From an optimization exercise on the open Yosys and OpenROAD flow, aimed at small area and a short achievable clock period; shortcuts taken in it are not production practice.
At most, simulation tests tie the RTL to the original design; equivalence was not proved.
The RTL of runs 1 to 3 was laid out without a check of its function.
Power is estimated from default activity; no workload was simulated. The clock port is modelled as an ideal driver; clocking choices that lean on that would not hold on a real chip.

## design/flow/run.sh

```bash
#!/bin/bash
# synth_recipe.tcl (not shown) runs the flow's synth.tcl, then flattens the netlist and writes it again
# the make line also repeats each setting of config.mk as NAME=value (left out here)
make -C /OpenROAD-flow-scripts/flow DESIGN_CONFIG=/design/flow/config.mk WORK_HOME=/design/flow/orfs CLKGATE_MAP_FILE= SYNTH_SCRIPT=/design/flow/synth_recipe.tcl finish
```

## design/flow/config.mk

```make
export PLATFORM = sky130hd
export DESIGN_NAME = top
export DESIGN_NICKNAME = top
export VERILOG_FILES = /design/flow/design.v
export SDC_FILE = /design/flow/constraint.sdc
export NUM_CORES = 4
export LEC_CHECK = 0
export CAP_MARGIN = 20
export CORE_MARGIN = 2
export CORE_UTILIZATION = 40
export CTS_CLUSTER_DIAMETER = 100
export CTS_CLUSTER_SIZE = 30
export PLACE_DENSITY = 0.6
export SETUP_SLACK_MARGIN = 2.8
export SLEW_MARGIN = 20
```

## design/flow/constraint.sdc

```tcl
create_clock -name core_clock -period 5.0 [get_ports {clk}]
set_input_delay 1.0000 -clock core_clock [delete_from_list [all_inputs] [get_ports {clk}]]
set_output_delay 1.0000 -clock core_clock [all_outputs]
set_load 0.01 [all_outputs]
```

## design/flow/design.v

```verilog
module PE
#(parameter DATA_WIDTH=8, parameter EARLY=0)
(
    input clk,
    input rst_n,
    input en0,                       
    input en1,                       
    input en2,                       
    input [7:0] data_src,            
    input [7:0] weights_in,          
    output reg [15:0] S,
    output reg [15:0] C,
    output reg ready
);
reg [4:0] cnt;
wire c27 = (cnt == 5'd27);
always @(posedge clk)
begin
    if (en0 & ~c27)
        cnt <= cnt + 1'b1;
    else
        cnt <= 5'd0;
end
wire take_next;
generate
if (EARLY) begin : g_early
    assign take_next = en2 & ~(en1 & en0 & (cnt == 5'd25));
end else begin : g_lag
    assign take_next = en1 & ~(en0 & (cnt == 5'd26));
end
endgenerate
reg [7:0] ag;
reg clr;
always @(posedge clk or negedge rst_n)
begin
    if (!rst_n) begin
        ready <= 1'b0;
        clr <= 1'b1;
        ag <= 8'd0;
    end else begin
        ready <= c27;
        clr <= c27;
        ag <= data_src & {8{take_next}};
    end
end
wire [63:0] pp;
genvar gi, gj;
generate
for (gi = 0; gi < 8; gi = gi + 1) begin : g_pp
    for (gj = 0; gj < 8; gj = gj + 1) begin : g_ppj
        assign pp[gi*8+gj] = ag[gi] & weights_in[gj];
    end
end
endgenerate
wire u1 = pp[6] ^ pp[13];
wire u2 = pp[6] & pp[13];
wire u3 = pp[7] ^ pp[14] ^ pp[21];
wire u4 = (pp[7] & pp[14]) | (pp[7] & pp[21]) | (pp[14] & pp[21]);
wire u5 = pp[28] ^ pp[35];
wire u6 = pp[28] & pp[35];
wire u7 = pp[15] ^ pp[22] ^ pp[29];
wire u8 = (pp[15] & pp[22]) | (pp[15] & pp[29]) | (pp[22] & pp[29]);
wire u9 = pp[36] ^ pp[43];
wire u10 = pp[36] & pp[43];
wire u11 = pp[23] ^ pp[30] ^ pp[37];
wire u12 = (pp[23] & pp[30]) | (pp[23] & pp[37]) | (pp[30] & pp[37]);
wire u13 = pp[4] ^ pp[11];
wire u14 = pp[4] & pp[11];
wire u15 = pp[5] ^ pp[12] ^ pp[19];
wire u16 = (pp[5] & pp[12]) | (pp[5] & pp[19]) | (pp[12] & pp[19]);
wire u17 = pp[26] ^ pp[33];
wire u18 = pp[26] & pp[33];
wire u19 = u1 ^ pp[20] ^ pp[27];
wire u20 = (u1 & pp[20]) | (u1 & pp[27]) | (pp[20] & pp[27]);
wire u21 = pp[34] ^ pp[41] ^ pp[48];
wire u22 = (pp[34] & pp[41]) | (pp[34] & pp[48]) | (pp[41] & pp[48]);
wire u23 = u3 ^ u5 ^ pp[42];
wire u24 = (u3 & u5) | (u3 & pp[42]) | (u5 & pp[42]);
wire u25 = pp[49] ^ pp[56] ^ u2;
wire u26 = (pp[49] & pp[56]) | (pp[49] & u2) | (pp[56] & u2);
wire u27 = u7 ^ u9 ^ pp[50];
wire u28 = (u7 & u9) | (u7 & pp[50]) | (u9 & pp[50]);
wire u29 = pp[57] ^ u4 ^ u6;
wire u30 = (pp[57] & u4) | (pp[57] & u6) | (u4 & u6);
wire u31 = u11 ^ pp[44] ^ pp[51];
wire u32 = (u11 & pp[44]) | (u11 & pp[51]) | (pp[44] & pp[51]);
wire u33 = pp[58] ^ u8 ^ u10;
wire u34 = (pp[58] & u8) | (pp[58] & u10) | (u8 & u10);
wire u35 = pp[31] ^ pp[38] ^ pp[45];
wire u36 = (pp[31] & pp[38]) | (pp[31] & pp[45]) | (pp[38] & pp[45]);
wire u37 = pp[52] ^ pp[59] ^ u12;
wire u38 = (pp[52] & pp[59]) | (pp[52] & u12) | (pp[59] & u12);
wire u39 = pp[39] ^ pp[46] ^ pp[53];
wire u40 = (pp[39] & pp[46]) | (pp[39] & pp[53]) | (pp[46] & pp[53]);
wire u41 = pp[3] ^ pp[10];
wire u42 = pp[3] & pp[10];
wire u43 = u13 ^ pp[18] ^ pp[25];
wire u44 = (u13 & pp[18]) | (u13 & pp[25]) | (pp[18] & pp[25]);
wire u45 = u15 ^ u17 ^ pp[40];
wire u46 = (u15 & u17) | (u15 & pp[40]) | (u17 & pp[40]);
wire u47 = u19 ^ u21 ^ u16;
wire u48 = (u19 & u21) | (u19 & u16) | (u21 & u16);
wire u49 = u23 ^ u25 ^ u20;
wire u50 = (u23 & u25) | (u23 & u20) | (u25 & u20);
wire u51 = u27 ^ u29 ^ u24;
wire u52 = (u27 & u29) | (u27 & u24) | (u29 & u24);
wire u53 = u31 ^ u33 ^ u28;
wire u54 = (u31 & u33) | (u31 & u28) | (u33 & u28);
wire u55 = u35 ^ u37 ^ u32;
wire u56 = (u35 & u37) | (u35 & u32) | (u37 & u32);
wire u57 = u39 ^ pp[60] ^ u36;
wire u58 = (u39 & pp[60]) | (u39 & u36) | (pp[60] & u36);
wire u59 = pp[47] ^ pp[54] ^ pp[61];
wire u60 = (pp[47] & pp[54]) | (pp[47] & pp[61]) | (pp[54] & pp[61]);
wire [39:0] m_n;
assign m_n[0] = pp[0];
assign m_n[1] = pp[1];
assign m_n[2] = pp[8];
assign m_n[3] = pp[2];
assign m_n[4] = pp[9];
assign m_n[5] = pp[16];
assign m_n[6] = u41;
assign m_n[7] = pp[17];
assign m_n[8] = pp[24];
assign m_n[9] = u43;
assign m_n[10] = pp[32];
assign m_n[11] = u42;
assign m_n[12] = u45;
assign m_n[13] = u14;
assign m_n[14] = u44;
assign m_n[15] = u47;
assign m_n[16] = u18;
assign m_n[17] = u46;
assign m_n[18] = u49;
assign m_n[19] = u22;
assign m_n[20] = u48;
assign m_n[21] = u51;
assign m_n[22] = u26;
assign m_n[23] = u50;
assign m_n[24] = u53;
assign m_n[25] = u30;
assign m_n[26] = u52;
assign m_n[27] = u55;
assign m_n[28] = u34;
assign m_n[29] = u54;
assign m_n[30] = u57;
assign m_n[31] = u38;
assign m_n[32] = u56;
assign m_n[33] = u59;
assign m_n[34] = u40;
assign m_n[35] = u58;
assign m_n[36] = pp[55];
assign m_n[37] = pp[62];
assign m_n[38] = u60;
assign m_n[39] = pp[63];
reg [39:0] M;
always @(posedge clk)
    M <= m_n;
wire [15:0] s0 = clr ? 16'd0 : S;
wire [15:0] c0 = clr ? 16'd0 : C;
wire t1 = M[3] ^ M[4];
wire t2 = M[3] & M[4];
wire t3 = M[6] ^ M[7] ^ M[8];
wire t4 = (M[6] & M[7]) | (M[6] & M[8]) | (M[7] & M[8]);
wire t5 = M[9] ^ M[10] ^ M[11];
wire t6 = (M[9] & M[10]) | (M[9] & M[11]) | (M[10] & M[11]);
wire t7 = M[12] ^ M[13] ^ M[14];
wire t8 = (M[12] & M[13]) | (M[12] & M[14]) | (M[13] & M[14]);
wire t9 = M[15] ^ M[16] ^ M[17];
wire t10 = (M[15] & M[16]) | (M[15] & M[17]) | (M[16] & M[17]);
wire t11 = M[18] ^ M[19] ^ M[20];
wire t12 = (M[18] & M[19]) | (M[18] & M[20]) | (M[19] & M[20]);
wire t13 = M[21] ^ M[22] ^ M[23];
wire t14 = (M[21] & M[22]) | (M[21] & M[23]) | (M[22] & M[23]);
wire t15 = M[24] ^ M[25] ^ M[26];
wire t16 = (M[24] & M[25]) | (M[24] & M[26]) | (M[25] & M[26]);
wire t17 = M[27] ^ M[28] ^ M[29];
wire t18 = (M[27] & M[28]) | (M[27] & M[29]) | (M[28] & M[29]);
wire t19 = M[30] ^ M[31] ^ M[32];
wire t20 = (M[30] & M[31]) | (M[30] & M[32]) | (M[31] & M[32]);
wire t21 = M[33] ^ M[34] ^ M[35];
wire t22 = (M[33] & M[34]) | (M[33] & M[35]) | (M[34] & M[35]);
wire t23 = M[36] ^ M[37] ^ M[38];
wire t24 = (M[36] & M[37]) | (M[36] & M[38]) | (M[37] & M[38]);
wire t25 = M[1] ^ M[2];
wire t26 = M[1] & M[2];
wire t27 = t1 ^ M[5] ^ s0[2];
wire t28 = (t1 & M[5]) | (t1 & s0[2]) | (M[5] & s0[2]);
wire t29 = t3 ^ s0[3] ^ c0[3];
wire t30 = (t3 & s0[3]) | (t3 & c0[3]) | (s0[3] & c0[3]);
wire t31 = t5 ^ s0[4] ^ c0[4];
wire t32 = (t5 & s0[4]) | (t5 & c0[4]) | (s0[4] & c0[4]);
wire t33 = t7 ^ s0[5] ^ c0[5];
wire t34 = (t7 & s0[5]) | (t7 & c0[5]) | (s0[5] & c0[5]);
wire t35 = t9 ^ s0[6] ^ c0[6];
wire t36 = (t9 & s0[6]) | (t9 & c0[6]) | (s0[6] & c0[6]);
wire t37 = t11 ^ s0[7] ^ c0[7];
wire t38 = (t11 & s0[7]) | (t11 & c0[7]) | (s0[7] & c0[7]);
wire t39 = t13 ^ s0[8] ^ c0[8];
wire t40 = (t13 & s0[8]) | (t13 & c0[8]) | (s0[8] & c0[8]);
wire t41 = t15 ^ s0[9] ^ c0[9];
wire t42 = (t15 & s0[9]) | (t15 & c0[9]) | (s0[9] & c0[9]);
wire t43 = t17 ^ s0[10] ^ c0[10];
wire t44 = (t17 & s0[10]) | (t17 & c0[10]) | (s0[10] & c0[10]);
wire t45 = t19 ^ s0[11] ^ c0[11];
wire t46 = (t19 & s0[11]) | (t19 & c0[11]) | (s0[11] & c0[11]);
wire t47 = t21 ^ s0[12] ^ c0[12];
wire t48 = (t21 & s0[12]) | (t21 & c0[12]) | (s0[12] & c0[12]);
wire t49 = t23 ^ s0[13] ^ c0[13];
wire t50 = (t23 & s0[13]) | (t23 & c0[13]) | (s0[13] & c0[13]);
wire t51 = M[39] ^ s0[14] ^ c0[14];
wire t52 = (M[39] & s0[14]) | (M[39] & c0[14]) | (s0[14] & c0[14]);
wire t53 = M[0] ^ s0[0];
wire t54 = M[0] & s0[0];
wire t55 = t25 ^ s0[1] ^ c0[1];
wire t56 = (t25 & s0[1]) | (t25 & c0[1]) | (s0[1] & c0[1]);
wire t57 = t27 ^ c0[2] ^ t26;
wire t58 = (t27 & c0[2]) | (t27 & t26) | (c0[2] & t26);
wire t59 = t29 ^ t2 ^ t28;
wire t60 = (t29 & t2) | (t29 & t28) | (t2 & t28);
wire t61 = t31 ^ t4 ^ t30;
wire t62 = (t31 & t4) | (t31 & t30) | (t4 & t30);
wire t63 = t33 ^ t6 ^ t32;
wire t64 = (t33 & t6) | (t33 & t32) | (t6 & t32);
wire t65 = t35 ^ t8 ^ t34;
wire t66 = (t35 & t8) | (t35 & t34) | (t8 & t34);
wire t67 = t37 ^ t10 ^ t36;
wire t68 = (t37 & t10) | (t37 & t36) | (t10 & t36);
wire t69 = t39 ^ t12 ^ t38;
wire t70 = (t39 & t12) | (t39 & t38) | (t12 & t38);
wire t71 = t41 ^ t14 ^ t40;
wire t72 = (t41 & t14) | (t41 & t40) | (t14 & t40);
wire t73 = t43 ^ t16 ^ t42;
wire t74 = (t43 & t16) | (t43 & t42) | (t16 & t42);
wire t75 = t45 ^ t18 ^ t44;
wire t76 = (t45 & t18) | (t45 & t44) | (t18 & t44);
wire t77 = t47 ^ t20 ^ t46;
wire t78 = (t47 & t20) | (t47 & t46) | (t20 & t46);
wire t79 = t49 ^ t22 ^ t48;
wire t80 = (t49 & t22) | (t49 & t48) | (t22 & t48);
wire t81 = t51 ^ t24 ^ t50;
wire t82 = (t51 & t24) | (t51 & t50) | (t24 & t50);
wire t83 = s0[15] ^ c0[15] ^ t52;
wire t84 = (s0[15] & c0[15]) | (s0[15] & t52) | (c0[15] & t52);
wire [15:0] s_n = {t83, t81, t79, t77, t75, t73, t71, t69, t67, t65, t63, t61, t59, t57, t55, t53};
wire [15:0] c_n = {t82, t80, t78, t76, t74, t72, t70, t68, t66, t64, t62, t60, t58, t56, t54, c0[0]};
always @(posedge clk)
begin
    S <= s_n;
    C <= c_n;
end
endmodule
module input_bus
#(parameter BUS_WIDTH=8, parameter DTAPS=3)
(
    input clk,
    input rst_n,
    input en,
    input [BUS_WIDTH-1:0] data,
    output reg [2:0] en_l,
    output [DTAPS*BUS_WIDTH-1:0] data_l
);
always @(posedge clk or negedge rst_n)
begin
    if (!rst_n)
        en_l <= 3'b000;
    else
        en_l <= {en_l[1:0], en};
end
reg [DTAPS*BUS_WIDTH-1:0] d;
generate
if (DTAPS > 1) begin : g_chain
    always @(posedge clk)
        d <= {d[(DTAPS-1)*BUS_WIDTH-1:0], data};
end else begin : g_one
    always @(posedge clk)
        d <= data;
end
endgenerate
assign data_l = d;
endmodule
module obuffer
#(parameter DATA_WIDTH=8)
(
    input clk,
    input rst_n,
    input p0_ready,
    input p1_ready,
    input p2_ready,
    input [2*DATA_WIDTH-1:0] p0_s,
    input [2*DATA_WIDTH-1:0] p0_c,
    input [2*DATA_WIDTH-1:0] p1_s,
    input [2*DATA_WIDTH-1:0] p1_c,
    input [2*DATA_WIDTH-1:0] p2_s,
    input [2*DATA_WIDTH-1:0] p2_c,
    output reg empty,
    output reg full,
    input rd_en,
    output reg [2*DATA_WIDTH-1:0] data_rdout,
    output reg errout
);
localparam DW2 = 2*DATA_WIDTH;
reg [DW2-1:0] mem [0:8];
reg [3:0] wr_addr, rd_addr, count;
wire any = p0_ready | p1_ready | p2_ready;
wire two = (p0_ready & p1_ready) | (p0_ready & p2_ready) | (p1_ready & p2_ready);
wire wr = any & ~full;
wire rd = rd_en & ~empty;
wire [DW2-1:0] ss = ({DW2{p0_ready}} & p0_s) | ({DW2{p1_ready}} & p1_s) | ({DW2{p2_ready}} & p2_s);
wire [DW2-1:0] cc = ({DW2{p0_ready}} & p0_c) | ({DW2{p1_ready}} & p1_c) | ({DW2{p2_ready}} & p2_c);
reg [DATA_WIDTH:0] plo;
reg [DATA_WIDTH-1:0] phs, phc;
reg [3:0] pend_addr;
reg pend;
always @(posedge clk)
begin
    plo <= ss[DATA_WIDTH-1:0] + cc[DATA_WIDTH-1:0];
    phs <= ss[DW2-1:DATA_WIDTH];
    phc <= cc[DW2-1:DATA_WIDTH];
    pend_addr <= wr_addr;
end
wire [DATA_WIDTH-1:0] phi = phs + phc + plo[DATA_WIDTH];
wire [DW2-1:0] pdata = {phi, plo[DATA_WIDTH-1:0]};
always @(posedge clk)
    if (pend)
        mem[pend_addr] <= pdata;
wire [DW2-1:0] rdata = (pend && (pend_addr == rd_addr)) ? pdata : mem[rd_addr];
wire [3:0] count_inc = count + 1'b1;
wire [3:0] count_dec = count - 1'b1;
wire [3:0] count_n = wr ? count_inc : count;
wire [3:0] count_r = empty ? count_n : (wr ? count : count_dec);
wire empty_n = wr ? 1'b0 : empty;
wire empty_r = empty ? empty_n : (wr ? 1'b0 : (count == 4'd1));
wire full_n = wr ? (count == 4'd8) : full;
wire full_r = empty ? full_n : 1'b0;
always @(posedge clk or negedge rst_n)
begin
    if (!rst_n) begin
        wr_addr <= 4'd0;
        rd_addr <= 4'd0;
        count <= 4'd0;
        empty <= 1'b1;
        full <= 1'b0;
        errout <= 1'b0;
        pend <= 1'b0;
        data_rdout <= 'd0;
    end else begin
        pend <= wr & ~two;
        if (wr)
            wr_addr <= (wr_addr == 4'd8) ? 4'd0 : wr_addr + 1'b1;
        if (rd) begin
            rd_addr <= (rd_addr == 4'd8) ? 4'd0 : rd_addr + 1'b1;
            data_rdout <= rdata;
        end
        if (wr & two)
            errout <= 1'b1;
        count <= rd_en ? count_r : count_n;
        empty <= rd_en ? empty_r : empty_n;
        full <= rd_en ? full_r : full_n;
    end
end
endmodule
module top(
    clk,
    rst_n,
    ifm0,
    ifm1,
    ifm2,
    ifm0_en,
    ifm1_en,
    ifm2_en,
    w0,
    w1,
    w2,
    w0_en,
    w1_en,
    w2_en,
    obf0_rd_en,
    obf1_rd_en,
    obf2_rd_en,
    obf0_empty,
    obf1_empty,
    obf2_empty,
    obf0_full,
    obf1_full,
    obf2_full,
    obf0_err,
    obf1_err,
    obf2_err,
    obf0_out,
    obf1_out,
    obf2_out
);
parameter DATA_WIDTH=8;
input clk,rst_n;
input ifm0_en,ifm1_en,ifm2_en;
input w0_en,w1_en,w2_en;
input [DATA_WIDTH-1:0] ifm0,ifm1,ifm2;
input [DATA_WIDTH-1:0] w0,w1,w2;
input obf0_rd_en,obf1_rd_en,obf2_rd_en;
output obf0_empty,obf1_empty,obf2_empty;
output obf0_full,obf1_full,obf2_full;
output obf0_err,obf1_err,obf2_err;
output [2*DATA_WIDTH-1:0] obf0_out,obf1_out,obf2_out;
localparam DW = DATA_WIDTH;
wire [2:0] fen [0:2];
wire [2:0] wen [0:2];
wire [DW-1:0] ifm_in [0:2];
wire [DW-1:0] w_in [0:2];
wire ifm_en_in [0:2];
wire w_en_in [0:2];
assign ifm_in[0] = ifm0; assign ifm_in[1] = ifm1; assign ifm_in[2] = ifm2;
assign w_in[0] = w0; assign w_in[1] = w1; assign w_in[2] = w2;
assign ifm_en_in[0] = ifm0_en; assign ifm_en_in[1] = ifm1_en; assign ifm_en_in[2] = ifm2_en;
assign w_en_in[0] = w0_en; assign w_en_in[1] = w1_en; assign w_en_in[2] = w2_en;
wire [3:0] fe [0:2];
wire [3:0] we [0:2];
wire [3*DW-1:0] fdx [0:2];
wire [4*DW-1:0] wd [0:2];
genvar i, j;
generate
for (i = 0; i < 3; i = i + 1) begin : g_bus
    wire [(i == 0 ? 2 : 1)*DW-1:0] fd;
    wire [3*DW-1:0] wdt;
    input_bus #(.BUS_WIDTH(DW), .DTAPS(i == 0 ? 2 : 1)) ifm_bus (
        .clk(clk), .rst_n(rst_n), .en(ifm_en_in[i]), .data(ifm_in[i]),
        .en_l(fen[i]), .data_l(fd));
    input_bus #(.BUS_WIDTH(DW), .DTAPS(i == 0 ? 3 : 2)) w_bus (
        .clk(clk), .rst_n(rst_n), .en(w_en_in[i]), .data(w_in[i]),
        .en_l(wen[i]), .data_l(wdt[(i == 0 ? 3 : 2)*DW-1:0]));
    if (i != 0) begin : g_pad
        assign wdt[3*DW-1:2*DW] = {DW{1'b0}};
        assign fdx[i] = {{DW{1'b0}}, fd, ifm_in[i]};
    end else begin : g_nopad
        assign fdx[i] = {fd, ifm_in[i]};
    end
    assign fe[i] = {fen[i], ifm_en_in[i]};
    assign we[i] = {wen[i], w_en_in[i]};
    assign wd[i] = {wdt, w_in[i]};
end
endgenerate
wire [2*DW-1:0] pe_s [0:8];
wire [2*DW-1:0] pe_c [0:8];
wire [8:0] pe_rdy;
generate
for (i = 0; i < 3; i = i + 1) begin : g_row
    for (j = 0; j < 3; j = j + 1) begin : g_col
        localparam E = (i > 0) && (j > 0);
        wire e0 = fe[i][j+1] & we[j][i+1];
        wire e1 = fe[i][j] & we[j][i];
        wire e2 = fe[i][E ? j-1 : 0] & we[j][E ? i-1 : 0];
        PE #(.DATA_WIDTH(DW), .EARLY(E)) pe (
            .clk(clk),
            .rst_n(rst_n),
            .en0(e0),
            .en1(e1),
            .en2(e2),
            .data_src(fdx[i][(E ? j-1 : j)*DW +: DW]),
            .weights_in(wd[j][(E ? i : i+1)*DW +: DW]),
            .S(pe_s[3*i+j]),
            .C(pe_c[3*i+j]),
            .ready(pe_rdy[3*i+j])
        );
    end
end
endgenerate
obuffer #(.DATA_WIDTH(DW)) obf0(
    .clk(clk), .rst_n(rst_n),
    .p0_ready(pe_rdy[0]), .p1_ready(pe_rdy[3]), .p2_ready(pe_rdy[6]),
    .p0_s(pe_s[0]), .p0_c(pe_c[0]), .p1_s(pe_s[3]), .p1_c(pe_c[3]),
    .p2_s(pe_s[6]), .p2_c(pe_c[6]),
    .empty(obf0_empty), .full(obf0_full), .rd_en(obf0_rd_en),
    .data_rdout(obf0_out), .errout(obf0_err)
);
obuffer #(.DATA_WIDTH(DW)) obf1(
    .clk(clk), .rst_n(rst_n),
    .p0_ready(pe_rdy[1]), .p1_ready(pe_rdy[4]), .p2_ready(pe_rdy[7]),
    .p0_s(pe_s[1]), .p0_c(pe_c[1]), .p1_s(pe_s[4]), .p1_c(pe_c[4]),
    .p2_s(pe_s[7]), .p2_c(pe_c[7]),
    .empty(obf1_empty), .full(obf1_full), .rd_en(obf1_rd_en),
    .data_rdout(obf1_out), .errout(obf1_err)
);
obuffer #(.DATA_WIDTH(DW)) obf2(
    .clk(clk), .rst_n(rst_n),
    .p0_ready(pe_rdy[2]), .p1_ready(pe_rdy[5]), .p2_ready(pe_rdy[8]),
    .p0_s(pe_s[2]), .p0_c(pe_c[2]), .p1_s(pe_s[5]), .p1_c(pe_c[5]),
    .p2_s(pe_s[8]), .p2_c(pe_c[8]),
    .empty(obf2_empty), .full(obf2_full), .rd_en(obf2_rd_en),
    .data_rdout(obf2_out), .errout(obf2_err)
);
endmodule
```

==> results of run 1 <==
## layout make-up
type / count / area (sq um)
Antenna cell: 5 / 12.5
Clock buffer: 93 / 1590
Clock inverter: 13 / 204
Fill cell: 14800 / 88700
Inverter: 708 / 2660
Multi-Input combinational cell: 2673 / 27600
Sequential cell: 1495 / 35500
Tap cell: 2175 / 2720
Timing Repair Buffer: 400 / 3590
## synthesized netlist by cell type (57+ instances only)
master,instances,area (sq um)
sky130_fd_sc_hd__a21oi_1,68,340
sky130_fd_sc_hd__a222oi_1,93,931
sky130_fd_sc_hd__and2_1,452,2830
sky130_fd_sc_hd__clkbuf_1,82,308
sky130_fd_sc_hd__dfrtp_1,192,4800
sky130_fd_sc_hd__dfxtp_1,859,17200
sky130_fd_sc_hd__edfxtp_1,432,13000
sky130_fd_sc_hd__fa_1,567,11400
sky130_fd_sc_hd__ha_1,159,1990
sky130_fd_sc_hd__inv_1,708,2660
sky130_fd_sc_hd__mux4_2,96,2160
sky130_fd_sc_hd__nand2_1,292,1100
sky130_fd_sc_hd__nand2b_1,241,1510
sky130_fd_sc_hd__nor2_1,181,679
sky130_fd_sc_hd__xnor2_1,57,499
## cell families after synthesis
| logic type | share of synthesized area [%] |
|---|---|
| adders and majority gates | 20.4 |
| and+or+nand+nor | 11.0 |
| xor gates and xnor gates | 1.27 |
| DFF | 53.9 |
| muxes | 3.91 |
| buffers and inverters | 5.22 |
| AOI/OAI and AO/OA | 4.28 |
## power groups by stage
| stage | Sequential [mW] | Clock (mW) | Combinational (mW) |
|---|---|---|---|
| detailed placement | 15.6 | 0 | 6.19 |
| global route | 15.4 | 6.78 | 7.60 |
| finish | 15.2 | 6.15 | 6.42 |
| floorplan | 14.9 | 0 | 4.73 |
| global placement | 15.6 | 0 | 5.92 |
| CTS | 15.3 | 6.38 | 6.36 |
## registers in the layout, summed over array words and instances (netlist names), 9 cells and up
name	cells
g_row.g_col.pe.M	360
g_row.g_col.pe.S	144
obf0.mem	144
obf1.mem	144
obf2.mem	144
g_row.g_col.pe.C	135
g_row.g_col.pe.ag	72
g_bus.w_bus.d	56
g_row.g_col.pe.cnt	45
g_bus.ifm_bus.d	32
obf0.data_rdout	16
obf1.data_rdout	16
obf2.data_rdout	16
g_bus.ifm_bus.en_l	9
g_bus.w_bus.en_l	9
g_row.g_col.pe.clr	9
g_row.g_col.pe.ready	9
obf0.plo	9
obf1.plo	9
obf2.plo	9
## worst max-delay path by stage
stage	start	endpoint	slack, ns	cells past startpoint
finish	obf0.empty	obf0_empty	2.61	1
global route	g_row[1].g_col[1].pe.ready	obf1.plo[7]	2.49	11
CTS	obf0.empty	obf0_empty	2.54	1
detailed placement	obf1_rd_en	obf1.data_rdout[5]	2.17	5
global placement	obf1_rd_en	obf1.data_rdout[7]	2.26	5
floorplan	obf2.pend_addr[1]	obf2.mem[0][0]	2.45	2
## metrics by stage
stage	std cells	power [mW]	worst slack (ns)	hold WS, ns	cell area, sq um
5_1_grt	7562	29.8	2.49	0.269	73900
3_3_place_gp	7214	21.5	2.26	0.369	69200
4_1_cts	7468	28.0	2.54	0.279	72700
3_5_place_dp	7214	21.8	2.17	0.368	69200
6_report	7562	27.8	2.61	0.214	73900
2_1_floorplan	5023	19.7	2.45	0.323	65700
## metal layers
| metal | track usage [%] | routed length (um) | vias to the layer above |
|---|---|---|---|
| met4 | 5.03 | 3910 | 4 |
| met2 | 29.0 | 70000 | 707 |
| met5 | 0 | 34 | - |
| li1 | - | - | 16800 |
| met1 | 23.4 | 63200 | 18800 |
| met3 | 2.06 | 5690 | 168 |
## placed cells by master (no fill, tap or decap), drive strengths merged, types with 12 or more instances in the layout
cell type	n
o21ai	48
inv	713
buf	337
mux2i	33
dfrtp	192
dfstp	12
nand2	292
nor3	24
o22ai	31
a211o	12
fa	567
dfxtp	859
a222oi	93
xnor2	57
nor2b	56
and2	452
clkbuf	95
nand3	38
a31oi	15
xor2	38
o211ai	34
nand2b	241
nor2	181
mux4	96
a21oi	96
ha	159
clkdlybuf4s50	57
edfxtp	432
or2	14
## timing repair
item                                    in CTS  in global routing
setup buffers                              144                 87
gates cloned                                 4                  1
endpoints found under the setup margin     399                319
hold endpoints to repair                     0                  0
hold buffers                                 0                  0
gates resized for setup                    432                157
pin swaps                                   57                 99
==> results.json, run 1 <==
{
  "outcome": "finished clean",
  "post_synth_instance_area_sq_um": 65500,
  "antenna_found_initial": 9,
  "clock_path_buffers": 3,
  "reg2reg_setup_slack_ns": 2.65,
  "required_ns": 4.00,
  "cts_buffers": 58,
  "clock_insertion_delay_worst_skew_ns": 0.74,
  "wire_length_of_the_first_global_routing_pass_um": 225000,
  "critical_path.cell_chain": "buf_6",
  "synth.avg_cell_area_sq_um": 13.0,
  "root_buffer": "sky130_fd_sc_hd__clkbuf_16",
  "cp_top_family": "flip-flops",
  "critical_path.reg2reg.startpoint": "g_row[1].g_col[1].pe.ready",
  "synth_cell_types": 65,
  "postSynthRegisterBits": 1495,
  "drive_gt1_share_pct": 16.0,
  "dieArea_sq_um": 167000,
  "clock.fmax_ghz": 0.418,
  "drv.max_cap_violation_count": 0,
  "hp-class": "input pin to async pin",
  "detailed_place_hpwl_um": 98700,
  "r2r_cells": 11,
  "critical_path.reg2reg.endpoint": "obf1.plo[7]",
  "power_report.internal_total_mw": 19.2,
  "seq_power_share_pct": 54.7,
  "worst_ir_drop_vdd_mv": 0.298,
  "grt_pass1_vias": 38500,
  "p_per_area_nw_per_um2": 376,
  "pwr-share-comb_pct": 23.1,
  "fin_crit_sh_pct": 47.9,
  "boundaryPins": 116,
  "clock_sink_count": 1495,
  "finalWorstPathRequiredPeriod_ns": 2.39,
  "p_sw_mw": 8.62,
  "route.detailed.drc": 0,
  "synth.yosys.seq_area_share_pct": 53.9,
  "arrival_ns": 1.39,
  "tritoncts": "yes",
  "p_leak_nw": 31.4,
  "slew-limit-headroom_pct": 23.1,
  "synth-edff-count": 432,
  "syn-num-nets": 5808,
  "most_used_flip_flop_cell_after_synthesis": "sky130_fd_sc_hd__dfxtp_1",
  "routabilityCongestion": 0.808,
  "slew_violations": 0,
  "setup.worst_path.class": "flip-flop to output port",
  "critical_path_peak_fanout": 2,
  "wl_per_cell_um": 18.9,
  "finalSetupTns_ns": 0,
  "drt-initial-drc-count": 2380,
  "utilization_pct": 45.4,
  "die_width_um": 409,
  "groute.usage.overall_pct": 17.2,
  "yosys_warnings": 7,
  "skew_ns": 0.0481,
  "initial_core_util_pct": 40.3,
  "finalHoldViolations": 0,
  "timing.critical_path.to_type": "output port",
  "detail_route.wirelength_um": 143000,
  "p_sw_share_pct": 31.0,
  "rsz_0062_raised_after_global_routing": "true",
  "grt.overflow.total": 0,
  "buffer_ports.inserted": 115,
  "clk_transition_reported_paths_ns": 0.12,
  "cts-htree-levels": 2,
  "transition_time_at_the_pin_with_the_least_slew_margin_ns": 1.15,
  "grt_max_degree": 91,
  "vias": 36500,
  "timing.critical_path.slowest_stage_cell": "sky130_fd_sc_hd__dfstp_2",
  "synthesis.instances": 5023,
  "drt.antenna.violating_nets": 0,
  "placement_rows": 148,
  "report.final.setup_viol": 0,
  "design.core.area_sq_um": 163000,
  "vias_per_cell": 4.83,
  "cpPeakStageDelay_ns": 0.56,
  "asyncSetResetFlopFracSynth_pct": 13.6,
  "final_nets": 6121,
  "cp-start-kind": "flip-flop",
  "die_y_um": 409,
  "worstPathBufferInverterCount": 1,
  "iteration_count_of_the_initial_detailed_routing_pass": 7,
  "layout-area-overhead-vs-synth_pct": 12.9,
  "power.share.clock_pct": 22.1
}
==> run 2, diff against run 1 <==
--- a/design/flow/design.v
+++ b/design/flow/design.v
@@ -303,3 +303,4 @@
 reg [DW2-1:0] mem [0:8];
-reg [3:0] wr_addr, rd_addr, count;
+reg [3:0] wr_addr, count;
+reg [8:0] rd_oh;                     
 wire any = p0_ready | p1_ready | p2_ready;
@@ -326,3 +327,11 @@
         mem[pend_addr] <= pdata;
-wire [DW2-1:0] rdata = (pend && (pend_addr == rd_addr)) ? pdata : mem[rd_addr];
+wire hit = pend & rd_oh[pend_addr];
+reg [DW2-1:0] rmem;
+integer k;
+always @(*) begin
+    rmem = {DW2{1'b0}};
+    for (k = 0; k < 9; k = k + 1)
+        rmem = rmem | ({DW2{rd_oh[k]}} & mem[k]);
+end
+wire [DW2-1:0] rdata = hit ? pdata : rmem;
 wire [3:0] count_inc = count + 1'b1;
@@ -339,3 +348,3 @@
         wr_addr <= 4'd0;
-        rd_addr <= 4'd0;
+        rd_oh <= 9'd1;
         count <= 4'd0;
@@ -351,3 +360,3 @@
         if (rd) begin
-            rd_addr <= (rd_addr == 4'd8) ? 4'd0 : rd_addr + 1'b1;
+            rd_oh <= {rd_oh[7:0], rd_oh[8]};
             data_rdout <= rdata;
==> results.json, run 2 <==
{
  "outcome": "finished clean",
  "p_sw_mw": 7.32,
  "timing.critical_path.to_type": "output port",
  "hold-worst-slack_ns": 0.219,
  "r2r_cells": 10,
  "finalHoldViolations": 0,
  "drv.max_cap_violation_count": 0,
  "final_nets": 6097,
  "worst_ir_drop_vdd_mv": 0.278,
  "transition_time_at_the_pin_with_the_least_slew_margin_ns": 1.10,
  "cts-htree-levels": 2,
  "iteration_count_of_the_initial_detailed_routing_pass": 8,
  "fin_crit_sh_pct": 48.4,
  "grt.overflow.total": 0,
  "die_width_um": 406,
  "setup.worst_path.class": "flip-flop to output port",
  "synth.top_cells.by_area": "sky130_fd_sc_hd__dfxtp_1, sky130_fd_sc_hd__edfxtp_1, sky130_fd_sc_hd__fa_1, sky130_fd_sc_hd__dfrtp_1, sky130_fd_sc_hd__and2_1",
  "grt_max_degree": 104,
  "tritoncts": "yes",
  "synth.avg_cell_area_sq_um": 12.8,
  "most_used_flip_flop_cell_after_synthesis": "sky130_fd_sc_hd__dfxtp_1",
  "vias_per_cell": 4.89,
  "seq_power_share_pct": 58.3,
  "cp_top_family": "flip-flops",
  "rsz_0062_raised_after_global_routing": "true",
  "die_y_um": 406,
  "synth.yosys.seq_area_share_pct": 55.1,
  "pwr-share-comb_pct": 17.1,
  "p_per_area_nw_per_um2": 350,
  "syn-num-nets": 5855,
  "netlist.area_leader.share_pct": 26.6,
  "p_leak_nw": 31.6,
  "slew-limit-headroom_pct": 26.8,
  "finalSetupTns_ns": 0,
  "postSynthRegisterBits": 1510,
  "buffer_ports.inserted": 115,
  "post_synth_instance_area_sq_um": 64700,
  "post_synth_most_frequent_cells": "sky130_fd_sc_hd__dfxtp_1, sky130_fd_sc_hd__inv_1, sky130_fd_sc_hd__fa_1, sky130_fd_sc_hd__and2_1, sky130_fd_sc_hd__edfxtp_1",
  "detailed_place_hpwl_um": 99600,
  "detail_route.wirelength_um": 145000,
  "antenna_found_initial": 12,
  "drt-initial-drc-count": 2937,
  "clock_insertion_delay_worst_skew_ns": 0.73,
  "clk_transition_reported_paths_ns": 0.11,
  "clock_sink_count": 1510,
  "design.core.area_sq_um": 161000,
  "asyncSetResetFlopFracSynth_pct": 14.5,
  "vias": 36800,
  "drive_gt1_share_pct": 12.6,
  "synthesis.instances": 5076,
  "required_ns": 4.00,
  "groute.usage.overall_pct": 17.8,
  "layout-area-overhead-vs-synth_pct": 12.2,
  "report.final.setup_viol": 0,
  "layout.cells.most_common": "sky130_fd_sc_hd__dfxtp_1",
  "skew_ns": 0.0584,
  "p_sw_share_pct": 28.8,
  "cpPeakStageDelay_ns": 0.58,
  "placement_rows": 147,
  "clock.fmax_ghz": 0.413,
  "wire_length_of_the_first_global_routing_pass_um": 227000,
  "synth-edff-count": 432,
  "clock_path_buffers": 3,
  "critical_path_peak_fanout": 2,
  "worstPathBufferInverterCount": 1,
  "timing.critical_path.slowest_stage_cell": "sky130_fd_sc_hd__dfstp_2",
  "reg2reg_setup_slack_ns": 2.67,
  "synth_cell_types": 65,
  "route.detailed.drc": 0,
  "instances_no_fill": 7525,
  "critical_path.cell_chain": "buf_6",
  "post-synth-top-count-cell": "sky130_fd_sc_hd__dfxtp_1",
  "root_buffer": "sky130_fd_sc_hd__clkbuf_16",
  "finalWorstPathRequiredPeriod_ns": 2.42,
  "layout.cells.most_common_list": "sky130_fd_sc_hd__dfxtp_1, sky130_fd_sc_hd__inv_1, sky130_fd_sc_hd__fa_1",
  "ctsHoldBuffers": 0,
  "wl_per_cell_um": 19.3,
  "synth_largest_area_cell": "sky130_fd_sc_hd__dfxtp_1",
  "yosys_warnings": 7,
  "critical_path.reg2reg.endpoint": "obf1.plo[7]",
  "hp-class": "input pin to async pin",
  "number_of_flip_flops_in_the_largest_register": 360,
  "slew_violations": 0,
  "dp.cells": 7225,
  "dieArea_sq_um": 165000,
  "power.share.clock_pct": 24.6,
  "power_report.internal_total_mw": 18.1,
  "critical_path.reg2reg.startpoint": "g_row[1].g_col[1].pe.ready",
  "boundaryPins": 116,
  "grt_pass1_vias": 38400,
  "regMostFlops": "g_row.g_col.pe.M",
  "initial_core_util_pct": 40.3,
  "cp-start-kind": "flip-flop",
  "cts_buffers": 60,
  "fillers": 14500,
  "drt.antenna.violating_nets": 0,
  "routabilityCongestion": 0.808,
  "arrival_ns": 1.42
}
[run 2: cell types whose count changed after synthesis, moves of 29 or more]
| cell | before | now |
|---|---|---|
| sky130_fd_sc_hd__nand3_1 | 38 | 67 |
| sky130_fd_sc_hd__clkbuf_1 | 82 | 126 |
| sky130_fd_sc_hd__nand2_1 | 292 | 376 |
| sky130_fd_sc_hd__nor2_1 | 181 | 129 |
| sky130_fd_sc_hd__a22oi_1 | 5 | 57 |
| sky130_fd_sc_hd__a221oi_1 | 1 | 49 |
| sky130_fd_sc_hd__inv_1 | 708 | 677 |
| sky130_fd_sc_hd__a22o_1 | 3 | 42 |
| sky130_fd_sc_hd__mux4_2 | 96 | 5 |
| sky130_fd_sc_hd__a222oi_1 | 93 | 141 |
[run 2: per-stage QoR]
stage                     worst slack, ns  power, mW  util (%)  cell area (sq um)
after detailed placement             2.00       19.4      42.5              68300
after floorplan                      2.62       17.9         -              64900
final                                2.58       25.4      45.2              72600
after global routing                 2.51       27.1      45.2              72600
after global placement               1.97       19.1      42.5              68300
after CTS                            2.53       25.7      44.4              71300
[run 2: final cells by class]
cell class | count | area (sq um) | area share [%]
inverters | 677 | 2540 | 3.50
flip-flops and latches | 1510 | 35900 | 49.5
well taps | 2160 | 2700 | 3.72
repair buffers | 343 | 3110 | 4.28
clock inverters | 14 | 208 | 0.286
clock buffers | 91 | 1640 | 2.26
diodes | 4 | 10.0 | 0.0138
multi-input cells | 2726 | 26500 | 36.5
[run 2: power by group through the flow]
stage	Sequential [mW]	Clock [mW]	Combinational [mW]
floorplan	14.7	0	3.21
global placement	15.1	0	4.01
detailed placement	15.1	0	4.28
CTS	14.9	6.48	4.40
global route	15.0	6.86	5.28
finish	14.8	6.25	4.34
[run 2: routing by layer]
layer / track usage [%] / up-vias / share of wire, %
li1: - / 17000 / -
met1: 24.8 / 18800 / 45
met2: 29.8 / 842 / 48
met3: 2.12 / 159 / 5.1
met4: 3.80 / 2 / 2.1
met5: 0 / - / 0.0089
[run 2: cell families after synthesis]
logic type	share of synthesized area (%)
AOI/OAI and AO/OA	5.86
xor gates and xnor gates	1.18
adders and majority gates	20.5
buffers and inverters	5.04
DFF	55.1
muxes	0.854
and+or+nand+nor	11.5
[run 2: repair_timing]
action | in CTS | in global routing
setup endpoints to repair | 298 | 290
buffers inserted | 102 | 82
resized for setup | 417 | 175
pin swaps | 33 | 100
gates cloned | 5 | 1
[run 2: worst max-delay path by stage]
stage                                    start       endpoint  cells after the start  slack (ns)
floorplan           g_row[1].g_col[0].pe.ready    obf0.plo[7]                     11        2.62
finish                              obf0.empty     obf0_empty                      1        2.58
global placement                    obf1_rd_en  obf1.count[3]                      5        1.97
detailed placement                  obf1_rd_en  obf1.count[3]                      5        2.00
global route                        obf0.empty     obf0_empty                      1        2.51
CTS                                 obf0.empty     obf0_empty                      1        2.53
[run 2: worst register-to-register path, cell delays in order, from the launching register on]
cell,delay (ns)
sky130_fd_sc_hd__dfrtp_2,0.45
sky130_fd_sc_hd__buf_12,0.16
sky130_fd_sc_hd__a222oi_1,0.31
sky130_fd_sc_hd__inv_1,0.08
sky130_fd_sc_hd__ha_2,0.21
sky130_fd_sc_hd__fa_2,0.35
sky130_fd_sc_hd__a21o_1,0.18
sky130_fd_sc_hd__a21oi_2,0.15
sky130_fd_sc_hd__o21bai_1,0.07
sky130_fd_sc_hd__a21oi_1,0.15
sky130_fd_sc_hd__xnor2_1,0.15
==> run 3, diff against run 2 <==
--- a/design/flow/config.mk
+++ b/design/flow/config.mk
@@ -9,6 +9,6 @@
 export CORE_MARGIN = 2
-export CORE_UTILIZATION = 40
+export CORE_UTILIZATION = 55
 export CTS_CLUSTER_DIAMETER = 100
 export CTS_CLUSTER_SIZE = 30
-export PLACE_DENSITY = 0.6
+export PLACE_DENSITY = 0.75
 export SETUP_SLACK_MARGIN = 2.8
==> results.json, run 3 <==
{
  "post_synth_instance_area_sq_um": 64700,
  "synth_cell_types": 65,
  "root_buffer": "sky130_fd_sc_hd__clkbuf_16",
  "dieArea_sq_um": 120000,
  "vias": 37600,
  "tritoncts": "yes",
  "boundaryPins": 116,
  "arrival_ns": 3.08,
  "synth.avg_cell_area_sq_um": 12.8,
  "ctsHoldBuffers": 0,
  "drive_gt1_share_pct": 12.5,
  "layout.cells.most_common": "sky130_fd_sc_hd__dfxtp_1",
  "critical_path.reg2reg.startpoint": "g_row[1].g_col[0].pe.ready",
  "routed-wl-met2_um": 68500,
  "reg2reg_setup_slack_ns": 2.59,
  "clock.fmax_ghz": 0.414,
  "slew_violations": 0,
  "asyncSetResetFlopFracSynth_pct": 14.5,
  "buffer_ports.inserted": 115,
  "worst_ir_drop_vdd_mv": 0.294,
  "clock_insertion_delay_worst_skew_ns": 0.74,
  "hold-worst-slack_ns": 0.266,
  "hp-class": "input pin to async pin",
  "cts_buffers": 58,
  "routabilityCongestion": 0.835,
  "skew_ns": 0.0390,
  "setup.worst_path.class": "flip-flop to flip-flop",
  "netlist.area_leader.share_pct": 26.6,
  "finalWorstPathRequiredPeriod_ns": 2.41,
  "p_leak_nw": 31.6,
  "grt.overflow.total": 0,
  "drt.antenna.violating_nets": 0,
  "report.final.setup_viol": 0,
  "cp-start-kind": "flip-flop",
  "synth.top_cells.by_area": "sky130_fd_sc_hd__dfxtp_1, sky130_fd_sc_hd__edfxtp_1, sky130_fd_sc_hd__fa_1, sky130_fd_sc_hd__dfrtp_1, sky130_fd_sc_hd__and2_1",
  "met3_wirelength_um": 9210,
  "clock_sink_count": 1510,
  "r2r_cells": 10,
  "outcome": "finished clean",
  "clk_transition_reported_paths_ns": 0.11,
  "drt-initial-drc-count": 3909,
  "postSynthRegisterBits": 1510,
  "synth_largest_area_cell": "sky130_fd_sc_hd__dfxtp_1",
  "critical_path.reg2reg.endpoint": "obf0.plo[7]",
  "post-synth-top-count-cell": "sky130_fd_sc_hd__dfxtp_1",
  "iteration_count_of_the_initial_detailed_routing_pass": 9,
  "post_synth_most_frequent_cells": "sky130_fd_sc_hd__dfxtp_1, sky130_fd_sc_hd__inv_1, sky130_fd_sc_hd__fa_1, sky130_fd_sc_hd__and2_1, sky130_fd_sc_hd__edfxtp_1",
  "grt_pass1_vias": 39100,
  "transition_time_at_the_pin_with_the_least_slew_margin_ns": 1.09,
  "initial_core_util_pct": 55.6,
  "synthesis.instances": 5076,
  "syn-num-nets": 5855,
  "placement.setup.worst_slack_ns": 1.99,
  "most_used_flip_flop_cell_after_synthesis": "sky130_fd_sc_hd__dfxtp_1",
  "wl_per_cell_um": 20.6,
  "layout-area-overhead-vs-synth_pct": 10.6,
  "maxUsedRoutingLayer": "met4",
  "regMostFlops": "g_row.g_col.pe.M",
  "vias_per_cell": 5.46,
  "die_width_um": 347,
  "synth-edff-count": 432,
  "slew-limit-headroom_pct": 27.4,
  "timing.final.ws_setup_ns": 2.59,
  "antenna_found_initial": 11,
  "required_ns": 5.66,
  "die_y_um": 347,
  "critical_path_peak_fanout": 14,
  "number_of_flip_flops_in_the_largest_register": 360,
  "final_nets": 6103,
  "detail_route.wirelength_um": 142000,
  "rsz_0062_raised_after_global_routing": "true",
  "design.core.area_sq_um": 117000,
  "finalSetupTns_ns": 0,
  "layout.cells.most_common_list": "sky130_fd_sc_hd__dfxtp_1, sky130_fd_sc_hd__inv_1, sky130_fd_sc_hd__fa_1",
  "wl_met1_um": 61000,
  "cts-htree-levels": 2,
  "groute.usage.overall_pct": 23.7,
  "clock_path_buffers": 3,
  "wire_length_of_the_first_global_routing_pass_um": 222000,
  "detailed_place_hpwl_um": 95400,
  "fin_crit_sh_pct": 48.3,
  "finalHoldViolations": 0,
  "yosys_warnings": 7,
  "timing.critical_path.to_type": "flip-flop",
  "placement_rows": 125,
  "route.detailed.drc": 0,
  "grt_max_degree": 88,
  "synth.yosys.seq_area_share_pct": 55.1,
  "drv.max_cap_violation_count": 0,
  "p_per_area_nw_per_um2": 353
}
## run 3: cell counts after synthesis
Identical to the previous run, type by type.
## run 3: worst max-delay path by stage
stage / from / end / slack [ns] / cells past startpoint
6_report: g_row[1].g_col[0].pe.ready / obf0.plo[7] / 2.59 / 10
3_5_place_dp: obf1_rd_en / obf1.count[2] / 1.99 / 5
5_1_grt: g_row[0].g_col[1].pe.ready / obf1.plo[7] / 2.49 / 10
4_1_cts: obf0.empty / obf0_empty / 2.54 / 1
2_1_floorplan: g_row[1].g_col[0].pe.ready / obf0.plo[7] / 2.62 / 11
3_3_place_gp: obf1_rd_en / obf1.count[3] / 2.03 / 5
## run 3: logic make-up (layout without fill, tap and decap cells)
logic type / Yosys count / count (layout) / synth area share [%]
other: 0 / 4 / 0
adders and majority gates: 720 / 720 / 20.5
xor gates and xnor gates: 87 / 88 / 1.18
and+or+nand+nor: 1393 / 1395 / 11.5
muxes: 47 / 47 / 0.854
DFF: 1510 / 1510 / 55.1
AOI/OAI and AO/OA: 477 / 477 / 5.86
buffers and inverters: 842 / 1130 / 5.04
## run 3: repair_timing
action                     CTS  global route
hold endpoints to repair     0             0
pin swaps                   49            78
cloned                       6             3
resized for setup          414           160
setup endpoints to repair  313           270
buffers inserted           114            75
## run 3: worst max-delay path, stage by stage, from the launching register on
cell and delay (ns):
sky130_fd_sc_hd__dfrtp_1 0.43, sky130_fd_sc_hd__buf_12 0.15, sky130_fd_sc_hd__buf_4 0.21, sky130_fd_sc_hd__a222oi_1 0.36
sky130_fd_sc_hd__inv_1 0.15, sky130_fd_sc_hd__ha_4 0.28, sky130_fd_sc_hd__a21o_1 0.19, sky130_fd_sc_hd__a21oi_2 0.15
sky130_fd_sc_hd__o21bai_1 0.12, sky130_fd_sc_hd__a21oi_2 0.17, sky130_fd_sc_hd__xnor2_1 0.14
## run 3: cell type report
class / instances / area [sq um]
Sequential cell: 1510 / 35900
Fill cell: 8632 / 44900
Timing Repair Buffer: 350 / 3010
Inverter: 677 / 2540
Clock inverter: 9 / 128
Clock buffer: 94 / 1610
Antenna cell: 4 / 10.0
Tap cell: 1524 / 1910
Multi-Input combinational cell: 2727 / 26500
## run 3: where the power goes
group          internal, mW  switching [mW]  total (mW)
logic                  1.85            2.50        4.35
clock network          2.29            3.73        6.02
registers              13.9            1.07        14.9
total                  18.0            7.30        25.3
## run 3: routing by layer
layer	vias to the layer above	track usage (%)
met4	0	5.60
met3	203	2.66
met2	1199	39.1
met5	-	0
li1	17000	-
met1	19300	33.9
## run 3: stage by stage
step / area (sq um) / util [%] / total power [mW] / instances
after floorplan: 64900 / - / 17.9 / 5076
after global placement: 67500 / 57.9 / 19.1 / 6589
after detailed placement: 67500 / 57.9 / 19.5 / 6589
after CTS: 70400 / 60.4 / 25.5 / 6812
after global routing: 71600 / 61.4 / 26.9 / 6891
final: 71600 / 61.4 / 25.3 / 6895
==> run 4, diff against run 3 <==
--- a/design/flow/design.v
+++ b/design/flow/design.v
@@ -295,3 +295,3 @@
     input [2*DATA_WIDTH-1:0] p2_c,
-    output reg empty,
+    output empty,
     output reg full,
@@ -304,2 +304,4 @@
 reg [3:0] wr_addr, count;
+reg ne;
+assign empty = ~ne;
 reg [8:0] rd_oh;                     
@@ -350,3 +352,3 @@
         count <= 4'd0;
-        empty <= 1'b1;
+        ne <= 1'b0;
         full <= 1'b0;
@@ -366,3 +368,3 @@
         count <= rd_en ? count_r : count_n;
-        empty <= rd_en ? empty_r : empty_n;
+        ne <= ~(rd_en ? empty_r : empty_n);
         full <= rd_en ? full_r : full_n;
--- a/design/flow/config.mk
+++ b/design/flow/config.mk
@@ -9,7 +9,7 @@
 export CORE_MARGIN = 2
-export CORE_UTILIZATION = 55
+export CORE_UTILIZATION = 40
 export CTS_CLUSTER_DIAMETER = 100
 export CTS_CLUSTER_SIZE = 30
-export PLACE_DENSITY = 0.75
-export SETUP_SLACK_MARGIN = 2.8
+export PLACE_DENSITY = 0.6
+export SETUP_SLACK_MARGIN = 3.0
 export SLEW_MARGIN = 20
==> results.json, run 4 <==
{
  "design.core.area_sq_um": 160000,
  "final_nets": 6199,
  "slew-limit-headroom_pct": 35.2,
  "cp-start-kind": "flip-flop",
  "post_synth_instance_area_sq_um": 64600,
  "report.final.setup_viol": 0,
  "required_ns": 5.64,
  "seq_area_sq_um": 36100,
  "layout.cells.most_common_list": "sky130_fd_sc_hd__dfxtp_1, sky130_fd_sc_hd__inv_1, sky130_fd_sc_hd__fa_1",
  "vias": 37900,
  "placement_rows": 147,
  "synth.avg_cell_area_sq_um": 12.9,
  "wire_length_of_the_first_global_routing_pass_um": 237000,
  "cp-endpoint": "g_row[0].g_col[2].pe.M[24]",
  "setup.worst_path.class": "flip-flop to flip-flop",
  "worstPathBufferInverterCount": 2,
  "routabilityCongestion": 0.826,
  "cts_buffers": 58,
  "placement.setup.worst_slack_ns": 1.92,
  "clock_insertion_delay_worst_skew_ns": 0.74,
  "synth_cell_types": 65,
  "grt.overflow.total": 0,
  "initial_core_util_pct": 40.3,
  "worst_ir_drop_vdd_mv": 0.246,
  "tritoncts": "yes",
  "regMostFlops": "g_row.g_col.pe.M",
  "die_y_um": 406,
  "ctsHoldBuffers": 0,
  "drt-initial-drc-count": 3025,
  "number_of_flip_flops_in_the_largest_register": 360,
  "worst_setup_path_startpoint": "g_row[0].g_col[2].pe.ag[4]",
  "transition_time_at_the_pin_with_the_least_slew_margin_ns": 0.971,
  "cp_num_cells": 6,
  "skew_ns": 0.0630,
  "postSynthRegisterBits": 1510,
  "outcome": "finished clean",
  "most_used_flip_flop_cell_after_synthesis": "sky130_fd_sc_hd__dfxtp_1",
  "critical_path.reg2reg.startpoint": "g_row[0].g_col[2].pe.ag[4]",
  "netlist.area_leader.share_pct": 26.6,
  "root_buffer": "sky130_fd_sc_hd__clkbuf_16",
  "vias_per_cell": 4.96,
  "clock_path_buffers": 3,
  "clk_transition_reported_paths_ns": 0.11,
  "synthesis.instances": 5027,
  "iteration_count_of_the_initial_detailed_routing_pass": 7,
  "p_leak_nw": 32.5,
  "die_width_um": 406,
  "post-synth-top-count-cell": "sky130_fd_sc_hd__dfxtp_1",
  "r2r_cells": 6,
  "hp-class": "input pin to async pin",
  "route.detailed.drc": 0,
  "slew_violations": 0,
  "detail_route.wirelength_um": 154000,
  "cts-htree-levels": 2,
  "fillers": 14200,
  "critical_path.cell_chain": "and2_4, fa_2, inv_2, fa_2, inv_2, fa_2",
  "critical_path.reg2reg.endpoint": "g_row[0].g_col[2].pe.M[24]",
  "arrival_ns": 2.98,
  "p_per_area_nw_per_um2": 338,
  "synth.top_cells.by_area": "sky130_fd_sc_hd__dfxtp_1, sky130_fd_sc_hd__edfxtp_1, sky130_fd_sc_hd__fa_1, sky130_fd_sc_hd__dfrtp_1, sky130_fd_sc_hd__and2_1",
  "post_synth_most_frequent_cells": "sky130_fd_sc_hd__dfxtp_1, sky130_fd_sc_hd__inv_1, sky130_fd_sc_hd__fa_1, sky130_fd_sc_hd__and2_1, sky130_fd_sc_hd__edfxtp_1",
  "timing.critical_path.to_type": "flip-flop",
  "finalSetupTns_ns": 0,
  "layout.cells.most_common": "sky130_fd_sc_hd__dfxtp_1",
  "critical_path_peak_fanout": 2,
  "drt.antenna.violating_nets": 0,
  "layout-area-overhead-vs-synth_pct": 17.5,
  "synth_largest_area_cell": "sky130_fd_sc_hd__dfxtp_1",
  "boundaryPins": 116,
  "synth.yosys.seq_area_share_pct": 55.2,
  "groute.usage.overall_pct": 18.7,
  "detailed_place_hpwl_um": 102000,
  "timing.final.ws_setup_ns": 2.65,
  "grt_max_degree": 91,
  "asyncSetResetFlopFracSynth_pct": 14.5,
  "clock_sink_count": 1510,
  "timing.critical_path.slowest_stage_cell": "sky130_fd_sc_hd__fa_2",
  "multi_input_comb_area_sq_um": 27900,
  "dieArea_sq_um": 165000,
  "syn-num-nets": 5806,
  "clock.fmax_ghz": 0.426,
  "crit_path_frequent_cell": "sky130_fd_sc_hd__fa_2",
  "fin_crit_sh_pct": 46.9,
  "finalHoldViolations": 0,
  "design_power_total_mw": 25.7,
  "synth-edff-count": 432,
  "finalWorstPathRequiredPeriod_ns": 2.35,
  "cpPeakStageDelay_ns": 0.56,
  "drive_gt1_share_pct": 23.7,
  "yosys_warnings": 7,
  "cp_top_family": "adder cells",
  "antenna_found_initial": 11,
  "wl_per_cell_um": 20.2,
  "grt_pass1_vias": 39500,
  "rsz_0062_raised_after_global_routing": "true",
  "drv.max_cap_violation_count": 0,
  "reg2reg_setup_slack_ns": 2.65,
  "buffer_ports.inserted": 115
}
[run 4: cell count changes after synthesis, sizes merged, moves of 6 or more]
cell    delta
nor2      -25
o31ai      -7
o311ai    +10
nand2     -56
a22oi      +7
a31o       -6
mux2      +18
mux2i      -9
nand3      +9
[run 4: layer usage]
metal  part of all wire, %  track usage, %
met5                0.0078               0
met4                   2.3            4.47
met3                   5.3            2.28
met2                    48            30.7
met1                    45            26.5
[run 4: where the power goes]
| group | switching (mW) | total [mW] | internal, mW | leakage, nW |
|---|---|---|---|---|
| logic | 2.53 | 4.59 | 2.07 | 18.1 |
| clock network | 3.78 | 6.06 | 2.28 | 0.820 |
| registers | 1.13 | 15.0 | 13.9 | 13.6 |
[run 4: logic make-up after synthesis]
| logic type | Yosys count | synth area share, % |
|---|---|---|
| flip-flops | 1510 | 55.2 |
| AND/OR/NAND/NOR | 1326 | 11.2 |
| buffers and inverters | 845 | 4.97 |
| adder cells (fa/ha/maj) | 720 | 20.5 |
| AO/OA/AOI/OAI | 489 | 6.01 |
| XOR/XNOR | 82 | 1.11 |
| multiplexers | 55 | 0.990 |
[run 4: final cells by class]
class                           count  area share (%)
Clock inverter                      7           0.142
Tap cell                         2160            3.56
Clock buffer                       95            2.12
Timing Repair Buffer              491            6.44
Multi-Input combinational cell   2677            36.8
Antenna cell                        4          0.0132
Sequential cell                  1510            47.6
Inverter                          682            3.37
[run 4: metrics by stage]
stage	area [sq um]	utilization [%]	cells	hold slack [ns]
6_report	75900	47.3	7626	0.314
5_1_grt	75900	47.3	7622	0.343
4_1_cts	73800	46.0	7534	0.291
3_5_place_dp	68500	42.7	7185	0.417
3_3_place_gp	68500	42.7	7185	0.416
2_1_floorplan	65200	-	5027	0.323
[run 4: how the worst min path moves through the flow]
stage,from,end,depth (start not counted)
detailed placement,g_bus[2].ifm_bus.d[4],g_row[2].g_col[2].pe.ag[4],1
CTS,rst_n,obf2.data_rdout[10],1
global route,rst_n,obf2.data_rdout[12],1
floorplan,g_bus[0].ifm_bus.d[2],g_bus[0].ifm_bus.d[10],0
global placement,g_bus[2].ifm_bus.d[4],g_row[2].g_col[2].pe.ag[4],1
finish,rst_n,obf2.data_rdout[12],1
[run 4: what timing repair did]
action                                  in CTS  in global routing
setup buffers                              235                 83
gates cloned                                12                  5
pin swaps                                  181                190
endpoints found under the setup margin     587                467
gates resized for setup                    781                393
==> run 5, diff against run 4 <==
==> design/flow/flow/run.sh (new file) <==
#!/bin/bash
# Layout flow: the standard flow (standard.sh), with two changes:
#  - the port buffers start as buf_2 (repair may still resize them),
#  - clock tree synthesis inserts no dummy loads.
# standard.sh's output goes to standard.log in the work folder; ORFS keeps
# each step's full log under orfs/logs/.
cp standard.sh standard_sh.txt
export BUFFER_PORTS_ARGS="-buffer_cell sky130_fd_sc_hd__buf_2"
export CTS_ARGS="-sink_clustering_enable -repair_clock_nets -sink_clustering_size 30 -sink_clustering_max_diameter 100 -dont_use_dummy_load"
bash standard.sh > standard.log 2>&1
==> design/flow/standard.sh (new file) <==
#!/bin/bash
# synth_recipe.tcl (not shown) runs the flow's synth.tcl, then flattens the netlist and writes it again
# the make line also repeats each setting of config.mk as NAME=value (left out here)
make -C /OpenROAD-flow-scripts/flow DESIGN_CONFIG=/design/flow/config.mk WORK_HOME=/design/flow/orfs CLKGATE_MAP_FILE= SYNTH_SCRIPT=/design/flow/synth_recipe.tcl "${@:-finish}"
--- a/design/flow/config.mk
+++ b/design/flow/config.mk
@@ -13,3 +13,3 @@
 export PLACE_DENSITY = 0.6
-export SETUP_SLACK_MARGIN = 3.0
+export SETUP_SLACK_MARGIN = 2.6
 export SLEW_MARGIN = 20
removed: design/flow/run.sh
==> results.json, run 5 <==
{
  "slew_violations": 0,
  "netlist.area_leader.share_pct": 26.6,
  "skew_ns": 0.168,
  "synth_cell_types": 65,
  "dp.cells": 7181,
  "vias_per_cell": 4.95,
  "grt_max_degree": 88,
  "root_buffer": "sky130_fd_sc_hd__clkbuf_16",
  "final_nets": 5913,
  "required_ns": 5.68,
  "dieArea_sq_um": 165000,
  "routabilityCongestion": 0.809,
  "grt.overflow.total": 0,
  "ctsHoldBuffers": 0,
  "placement_rows": 147,
  "critical_path.reg2reg.startpoint": "g_row[1].g_col[2].pe.ready",
  "drt.antenna.violating_nets": 0,
  "post_synth_instance_area_sq_um": 64600,
  "clock_sink_count": 1510,
  "rsz_0062_raised_after_global_routing": "true",
  "initial_core_util_pct": 40.3,
  "vias": 36100,
  "fin_crit_sh_pct": 47.8,
  "outcome": "finished clean",
  "p_per_area_nw_per_um2": 353,
  "hp-class": "input pin to async pin",
  "design.core.area_sq_um": 160000,
  "worstPathBufferInverterCount": 2,
  "iteration_count_of_the_initial_detailed_routing_pass": 8,
  "worst_ir_drop_vdd_mv": 0.270,
  "instances_no_fill": 7295,
  "critical_path_peak_fanout": 16,
  "syn-num-nets": 5806,
  "tritoncts": "yes",
  "number_of_flip_flops_in_the_largest_register": 360,
  "cts-htree-levels": 2,
  "asyncSetResetFlopFracSynth_pct": 14.5,
  "critical_path.cell_chain": "buf_12, a222oi_1, inv_1, ha_4, fa_2, a21o_1, a21oi_2, o21bai_1, a21oi_1, xnor2_1",
  "die_y_um": 406,
  "synth-edff-count": 432,
  "post-synth-top-count-cell": "sky130_fd_sc_hd__dfxtp_1",
  "regMostFlops": "g_row.g_col.pe.M",
  "layout-area-overhead-vs-synth_pct": 8.50,
  "antenna_found_initial": 14,
  "buffer_ports.inserted": 115,
  "cp_top_family": "compound AO/OA/AOI/OAI gates",
  "finalSetupTns_ns": 0,
  "drt-initial-drc-count": 3300,
  "post_synth_most_frequent_cells": "sky130_fd_sc_hd__dfxtp_1, sky130_fd_sc_hd__inv_1, sky130_fd_sc_hd__fa_1, sky130_fd_sc_hd__and2_1, sky130_fd_sc_hd__edfxtp_1",
  "synth.top_cells.by_area": "sky130_fd_sc_hd__dfxtp_1, sky130_fd_sc_hd__edfxtp_1, sky130_fd_sc_hd__fa_1, sky130_fd_sc_hd__dfrtp_1, sky130_fd_sc_hd__and2_1",
  "layout.cells.most_common": "sky130_fd_sc_hd__dfxtp_1",
  "most_used_flip_flop_cell_after_synthesis": "sky130_fd_sc_hd__dfxtp_1",
  "synth.avg_cell_area_sq_um": 12.9,
  "route.detailed.drc": 0,
  "fillers": 14800,
  "synth_largest_area_cell": "sky130_fd_sc_hd__dfxtp_1",
  "finalHoldViolations": 0,
  "report.final.setup_viol": 0,
  "drv.max_cap_violation_count": 0,
  "cpPeakStageDelay_ns": 0.45,
  "clk_transition_reported_paths_ns": 0.11,
  "p_leak_nw": 30.5,
  "layout.cells.most_common_list": "sky130_fd_sc_hd__dfxtp_1, sky130_fd_sc_hd__inv_1, sky130_fd_sc_hd__fa_1",
  "reg2reg_setup_slack_ns": 2.61,
  "worst_setup_path_startpoint": "g_row[1].g_col[2].pe.ready",
  "slew-limit-headroom_pct": 29.0,
  "cp-start-kind": "flip-flop",
  "clock_path_buffers": 3,
  "clock.fmax_ghz": 0.418,
  "synthesis.instances": 5027,
  "cts_buffers": 59,
  "synth.yosys.seq_area_share_pct": 55.2,
  "r2r_cells": 10,
  "clock_insertion_delay_worst_skew_ns": 0.75,
  "critical_path.reg2reg.endpoint": "obf2.plo[7]",
  "drive_gt1_share_pct": 8.67,
  "detail_route.wirelength_um": 143000,
  "die_width_um": 406,
  "setup.worst_path.class": "flip-flop to flip-flop",
  "grt_pass1_vias": 37900,
  "timing.critical_path.slowest_stage_cell": "sky130_fd_sc_hd__dfrtp_2",
  "detailed_place_hpwl_um": 101000,
  "yosys_warnings": 7,
  "transition_time_at_the_pin_with_the_least_slew_margin_ns": 1.07,
  "boundaryPins": 116,
  "finalWorstPathRequiredPeriod_ns": 2.39,
  "wire_length_of_the_first_global_routing_pass_um": 225000,
  "postSynthRegisterBits": 1510,
  "arrival_ns": 3.07,
  "timing.critical_path.to_type": "flip-flop",
  "groute.usage.overall_pct": 17.6,
  "wl_per_cell_um": 19.6
}
[run 5: cell counts after synthesis]
Identical to the previous run, type by type.
[run 5: routing by layer]
layer,track usage [%],wire length (um),vias to the layer above
li1,-,-,16600
met1,25.7,66900,18600
met2,28.3,66600,775
met3,2.07,6950,148
met4,3.24,2300,4
met5,0,30,-
[run 5: timing repair]
action                     CTS  global route
pin swaps                   15            17
resized for setup           74            66
setup endpoints to repair  164           116
setup buffers               23            23
gates cloned                 3             3
[run 5: layout make-up]
cell class,instances,area (sq um),area share (%)
Antenna cell,3,7.51,0.0107
Clock buffer,59,1480,2.11
Inverter,682,2560,3.65
Multi-Input combinational cell,2673,26000,37.2
Sequential cell,1510,35800,51.0
Tap cell,2160,2700,3.86
Timing Repair Buffer,208,1530,2.19
[run 5: cell families (layout without fill, tap and decap cells)]
| logic type | Yosys count | count (layout) | synth area share [%] |
|---|---|---|---|
| adder cells (fa/ha/maj) | 720 | 720 | 20.5 |
| flip-flops | 1510 | 1510 | 55.2 |
| XOR/XNOR | 82 | 82 | 1.11 |
| buffers and inverters | 845 | 949 | 4.97 |
| AO/OA/AOI/OAI | 489 | 490 | 6.01 |
| multiplexers | 55 | 55 | 0.990 |
| other | 0 | 3 | 0 |
| AND/OR/NAND/NOR | 1326 | 1326 | 11.2 |
[run 5: through the flow]
stage	power, mW	util, %	hold slack, ns	worst slack, ns	instance area, sq um
after floorplan	17.8	-	0.323	2.60	64700
after global placement	19.1	42.2	0.395	2.00	67700
after detailed placement	19.3	42.2	0.393	1.88	67700
after CTS	25.1	43.4	0.181	2.58	69600
after global routing	26.5	43.7	0.204	2.45	70100
final	24.7	43.7	0.183	2.61	70100
[run 5: worst max path at each step]
stage / to / slack [ns] / depth (start not counted)
2_1_floorplan: obf1.mem[0][0] / 2.60 / 2
3_3_place_gp: obf0.data_rdout[14] / 2.00 / 5
3_5_place_dp: obf0.data_rdout[14] / 1.88 / 5
4_1_cts: obf2_full / 2.58 / 1
5_1_grt: obf1.plo[7] / 2.45 / 10
6_report: obf2.plo[7] / 2.61 / 10
[run 5: power breakdown]
| group | leakage (nW) | switching (mW) | total [mW] | internal, mW |
|---|---|---|---|---|
| Combinational | 16.2 | 2.38 | 4.11 | 1.73 |
| Sequential | 13.6 | 1.07 | 14.9 | 13.9 |
| Clock | 0.727 | 3.60 | 5.72 | 2.12 |

[static timing again, ports no longer ideal]
The results above use ideal ports. As a check the final layouts listed here were re-extracted and re-timed, cells and wires unchanged.
Step 1: set_driving_cell puts a clkbuf_16 on clk and a buf_2 on each other input, an assumption about the parent block.
Step 2 moves the port delays by t, midway between the first and last clock arrival at a register: inputs arrive t later, outputs are due t later. That takes back most of the time a late clock gives input paths.
Three values: ideal, step 1, step 2; two values: the first two.
run | shift t [ns] | setup WS [ns] | worst hold slack (ns) | slew at the worst register clock pin (ns) | pins driven straight from the clock port
run 1 | 0.794 | 2.606 / 2.528 / 2.286 | 0.214 / 0.188 / 0.379 | 0.12 / 0.12 | 1
run 2 | 0.781 | 2.579 / 2.501 / 2.265 | 0.219 / 0.191 / 0.412 | 0.12 / 0.12 | 1
run 3 | 0.795 | 2.587 / 2.513 / 2.220 | 0.266 / 0.237 / 0.418 | 0.12 / 0.12 | 1
run 4 | 0.782 | 2.654 / 2.599 / 2.311 | 0.314 / 0.285 / 0.432 | 0.12 / 0.12 | 1
run 5 | 0.746 | 2.610 / 2.567 / 2.607 | 0.183 / 0.157 / 0.361 | 0.12 / 0.12 | 1
After both steps setup and hold are still met in every run listed. The setup slack of run 3, which loses most, moves by -0.074 ns with the drivers and by -0.367 ns with both steps.
